What follows belongs to an exercise in optimizing a design on an open flow for small area, a short achievable clock period and few clock cycles per item; a production flow would make more cautious choices.
Only simulation tests tie the RTL to the original design; equivalence was not proved.
Power figures rest on the tool's default switching activity, not on a simulated workload.

## job 3748
==> flow/design.v (excerpt) <==
module bitty_core (
    input clk, reset, run,                   
    input [15:0] instruction,                
    output done,                             
    output [15:0] reg_s,                     
    output [15:0] alu_result                 
);
Size: roughly 1,600 cells after synthesis, ~52 I/O pins, about 14,000 sq um of cells after synthesis.
clock: 40.0 ns
lec_check: 0
abc_area: 1
cap_margin: 20
core_margin: 2
core_utilization: 55
cts_buf_list: sky130_fd_sc_hd__clkbuf_8
slew_margin: 20
synth_hierarchical: 1
synth_minimum_keep_size: 0
standard.sh (not shown) runs the stock make flow with config.mk's settings and CLKGATE_MAP_FILE= SYNTH_SCRIPT=/design/flow/synth_recipe.tcl, a recipe that flattens the netlist after the stock synthesis.
==> flow/flow/run.sh <==
#!/bin/bash
# Own layout flow: the standard ORFS flow (standard.sh) with these changes:
#  - synthesis maps the logic with an area-oriented abc script
#    (flow/abc_myarea.script) instead of ORFS's delay-oriented one; the
#    flip-flops, flattening and renaming are the standard flow's (synth_recipe.tcl);
#  - the port buffers that placement inserts are buf_2 cells;
#  - the extra ORFS make variables in flow/make_args.txt, if any (one per
#    line), are passed to every make call.
# Each tool's output goes to the logs under orfs/logs and to flow_*.log here.
set -euo pipefail
HERE=$(pwd)
rm -rf scripts_mod
cp -r "$FLOW_HOME/scripts" scripts_mod
cp flow/abc_myarea.script scripts_mod/
python3 flow/patch_synth.py scripts_mod/synth.tcl
EXTRA=""
if [[ -f flow/make_args.txt ]]; then
  while read -r line; do
    [[ -n "$line" ]] && EXTRA="$EXTRA '$line'"
  done < flow/make_args.txt
fi
# standard.sh with our scripts folder, port buffer cell and extra variables
# added to its make call
sed -e "s|make -C |make SCRIPTS_DIR=$HERE/scripts_mod 'BUFFER_PORTS_ARGS=-buffer_cell sky130_fd_sc_hd__buf_2' $EXTRA -C |" standard.sh > standard_mod.sh
grep -q "SCRIPTS_DIR=$HERE/scripts_mod" standard_mod.sh
bash standard_mod.sh synth > flow_synth.log 2>&1
bash standard_mod.sh > flow_layout.log 2>&1
test -f out/final.def
==> flow/flow/abc_myarea.script <==
strash
dch
map -a
topo
stime -c
==> flow/flow/fast_modules.txt <==
alu_slice prefix16
==> flow/flow/make_args.txt <==
SETUP_SLACK_MARGIN=20.2
==> flow/flow/patch_synth.py <==
#!/usr/bin/env python3
"""Patch a copy of ORFS's synth.tcl so that abc maps with abc_myarea.script
(area-oriented mapping) instead of ORFS's delay-oriented abc script, except
for the modules listed in fast_modules.txt (next to this file), which are
mapped first with ORFS's own script (the area-oriented call then finds no
logic left in them). Only the abc call changes: flip-flop mapping, flattening
and renaming are untouched."""
import os
import sys
f = sys.argv[1]
here = os.path.dirname(os.path.abspath(__file__))
fast = []
p = os.path.join(here, "fast_modules.txt")
if os.path.exists(p):
    fast = open(p).read().split()
t = open(f).read()
old = '  log_cmd abc {*}$abc_args\n'
assert t.count(old) == 1, "abc call not found"
area = '[lreplace $abc_args 1 1 $::env(SCRIPTS_DIR)/abc_myarea.script]'
if fast:
    sel = " ".join(fast)
    new = (f'  log_cmd abc {{*}}$abc_args {sel}\n'
           f'  log_cmd abc {{*}}{area}\n')
else:
    new = f'  log_cmd abc {{*}}{area}\n'
open(f, 'w').write(t.replace(old, new))
Testbench counts of job 3748, summed over its fixed seeds: cycles 14,932, instrs 12,000.
--- input diff job 3748..job 3190 ---
# job 3748
export LEC_CHECK = 0
export ABC_AREA = 1
export CAP_MARGIN = 20
export CORE_MARGIN = 2
export CORE_UTILIZATION = 55
export CTS_BUF_LIST = sky130_fd_sc_hd__clkbuf_8
export SLEW_MARGIN = 20
export SYNTH_HIERARCHICAL = 1
export SYNTH_MINIMUM_KEEP_SIZE = 0
create_clock -name core_clock -period 40.0 [get_ports {clk}]
# job 3190
export LEC_CHECK = 0
export ABC_AREA = 1
export CAP_MARGIN = 20
export CORE_MARGIN = 2
export CORE_UTILIZATION = 55
export CTS_BUF_LIST = sky130_fd_sc_hd__clkbuf_8
export PLACE_DENSITY = 0.8
export SLEW_MARGIN = 20
export SYNTH_HIERARCHICAL = 1
export SYNTH_MINIMUM_KEEP_SIZE = 0
create_clock -name core_clock -period 40.0 [get_ports {clk}]
==> flow/flow/make_args.txt <==
SETUP_SLACK_MARGIN=19.5
==> flow/flow/patch_synth.py <==
#!/usr/bin/env python3
"""Patch a copy of ORFS's synth.tcl so that abc maps with abc_myarea.script
(area-oriented mapping) instead of ORFS's delay-oriented abc script. Only the
abc call changes: flip-flop mapping, flattening and renaming are untouched."""
import sys
f = sys.argv[1]
t = open(f).read()
old = '  log_cmd abc {*}$abc_args\n'
assert t.count(old) == 1, "abc call not found"
new = '  log_cmd abc {*}[lreplace $abc_args 1 1 $::env(SCRIPTS_DIR)/abc_myarea.script]\n'
open(f, 'w').write(t.replace(old, new))
removed: flow/flow/fast_modules.txt
--- outcome ---
Compared with job 3748, job 3190 shows a lower total chip power. NOTE cell count job 3748->job 3190 decreased by a little under 10%. Detailed-route wire length: job 3190 vs job 3748 down about 6%. nand4_1 as the critical-path cell with the highest stage delay was reported by job 3190, and ha_1 by job 3748. Job 3190 vs. job 3748: area added between synthesis and finish decreased by 2.0 points relative to the old numbers, global-route usage down 0.99 points. Relative to job 3748, the net switching power measured on job 3190 has decreased by a few percent.
The inputs of job 2850 differ from those of job 3190 as listed below.
# job 3190
export LEC_CHECK = 0
export ABC_AREA = 1
export CAP_MARGIN = 20
export CORE_MARGIN = 2
export CORE_UTILIZATION = 55
export CTS_BUF_LIST = sky130_fd_sc_hd__clkbuf_8
export PLACE_DENSITY = 0.8
export SLEW_MARGIN = 20
export SYNTH_HIERARCHICAL = 1
export SYNTH_MINIMUM_KEEP_SIZE = 0
create_clock -name core_clock -period 40.0 [get_ports {clk}]
# job 2850
export LEC_CHECK = 0
export ABC_AREA = 1
export CAP_MARGIN = 20
export CORE_MARGIN = 2
export CORE_UTILIZATION = 55
export CTS_BUF_LIST = sky130_fd_sc_hd__clkbuf_8
export SLEW_MARGIN = 20
export SYNTH_HIERARCHICAL = 1
export SYNTH_MINIMUM_KEEP_SIZE = 0
create_clock -name core_clock -period 40.0 [get_ports {clk}]
==> flow/flow/make_args.txt <==
SETUP_SLACK_MARGIN=21.5
--- outcome ---
Relative to job 3190, final cell area excluding filler cells has increased by about 24% in job 2850.
Comparing job 3190 and job 2850, the higher worst path setup slack after routing was measured on job 2850.
Overall via count from detail_route deteriorates in job 2850 relative to job 3190.
Area used by multi-input combinational logic: job 2850 vs job 3190 up about 14%
In job 2850, the total buffers and inverters traversed by the critical path came out 53 above the value in job 3190.
Comparing job 3190 and job 2850, the higher overall power consumption is on job 2850.
For job 2850, the library cell contributing the largest single delay on the critical path was fa_2, unlike job 3190, where it was nand4_1.
Job 2850: initial antenna violation count 1 above job 3190
Input-level comparison between job 7838 and job 2850:
==> flow/flow/make_args.txt <==
SETUP_SLACK_MARGIN=20.2
--- outcome ---
- From job 2850 to job 7838 the numbers moved as follows: share of the clock period used by the worst path after layout went down, switching share of total power shows a reduction of 2.2 points.
- Compared with job 2850, placement density in the core of job 7838 is lower.
- When the final numbers for job 7838 and job 2850 were put side by side, the portion of total power attributed to the clock network turned out to be smaller in job 2850.
- Relative to job 2850, maximum operating frequency increased by 0.00094 GHz in job 7838.
- Sequential share of layout area on job 7838 is up relative to job 2850.
Relative to job 7838, the following input files were edited for job 6165:
# job 7838
export LEC_CHECK = 0
export ABC_AREA = 1
export CAP_MARGIN = 20
export CORE_MARGIN = 2
export CORE_UTILIZATION = 55
export CTS_BUF_LIST = sky130_fd_sc_hd__clkbuf_8
export SLEW_MARGIN = 20
export SYNTH_HIERARCHICAL = 1
export SYNTH_MINIMUM_KEEP_SIZE = 0
create_clock -name core_clock -period 40.0 [get_ports {clk}]
# job 6165
export LEC_CHECK = 0
export ABC_AREA = 1
export CAP_MARGIN = 20
export CORE_MARGIN = 2
export CORE_UTILIZATION = 68
export CTS_BUF_LIST = sky130_fd_sc_hd__clkbuf_8
export SLEW_MARGIN = 20
export SYNTH_HIERARCHICAL = 1
export SYNTH_MINIMUM_KEEP_SIZE = 0
create_clock -name core_clock -period 40.0 [get_ports {clk}]
==> flow/flow/make_args.txt <==
SETUP_SLACK_MARGIN=19.5
==> comparison <==
Job 6165: setup slack after layout 0.42 ns below job 7838
In job 6165 the clock network area share turned out 0.26 points higher than in job 7838.
On job 6165: transition time of the tightest slew-check pin is 0.038 ns lower than what job 7838 gave.
Looking at number of cells on the worst reg-to-reg path, job 6165 sits 5 higher than job 7838 does.
Placer's final routability congestion estimate sits higher in job 6165 than in job 7838.
#### Input delta (job 378 over job 6165)
# job 6165
export LEC_CHECK = 0
export ABC_AREA = 1
export CAP_MARGIN = 20
export CORE_MARGIN = 2
export CORE_UTILIZATION = 68
export CTS_BUF_LIST = sky130_fd_sc_hd__clkbuf_8
export SLEW_MARGIN = 20
export SYNTH_HIERARCHICAL = 1
export SYNTH_MINIMUM_KEEP_SIZE = 0
create_clock -name core_clock -period 40.0 [get_ports {clk}]
# job 378
export LEC_CHECK = 0
export ABC_AREA = 1
export CAP_MARGIN = 20
export CORE_MARGIN = 2
export CORE_UTILIZATION = 55
export CTS_BUF_LIST = sky130_fd_sc_hd__clkbuf_8
export SLEW_MARGIN = 20
export SYNTH_HIERARCHICAL = 1
export SYNTH_MINIMUM_KEEP_SIZE = 0
create_clock -name core_clock -period 40.0 [get_ports {clk}]
--- outcome ---
Job 378 finished every step from synthesis to the final layout, and the layout passed the timing, design-rule and antenna checks. Job 378 against job 6165: final period demand of the worst path decreased by 0.12 ns relative to the old numbers, global-route usage decreased by 6.9 points relative to the old numbers, die outline area increased by 23% relative to the old numbers.

-- afterwards: timing with drivers on the ports --
The results above use ideal ports. As a check the final layouts listed here were re-extracted and re-timed, cells and wires unchanged.
Step 1 assumes that a clkbuf_16 drives the clock port and a buf_2 every other input.
Step 2 times the ports against the registers' clock, not the clock port: input delays grow and output delays shrink by t, the midpoint of the rising clock arrivals with the driver on.
Slacks: ideal ports / drivers / drivers and shift; pairs: ideal ports / drivers.
run | t (ns) | slack for setup (ns) | worst data-port slew with drivers (ns) | cell pins on the clock port's net
job 3748 | 0.522 | 20.292 / 20.271 / 20.159 | 0.03 | 1
job 3190 | 0.528 | 19.538 / 19.510 / 19.328 | 0.03 | 1
job 2850 | 0.522 | 19.701 / 19.677 / 19.155 | 0.07 | 1
job 7838 | 0.500 | 20.080 / 20.012 / 19.941 | 0.06 | 1
job 6165 | 0.486 | 19.659 / 19.639 / 19.539 | 0.03 | 1
job 378 | 0.516 | 19.778 / 19.757 / 19.722 | 0.03 | 1
After both steps setup and hold are still met in every run listed. For job 2850, which loses most, drivers alone change the setup slack by -0.024 ns; drivers and shift together by -0.546 ns.
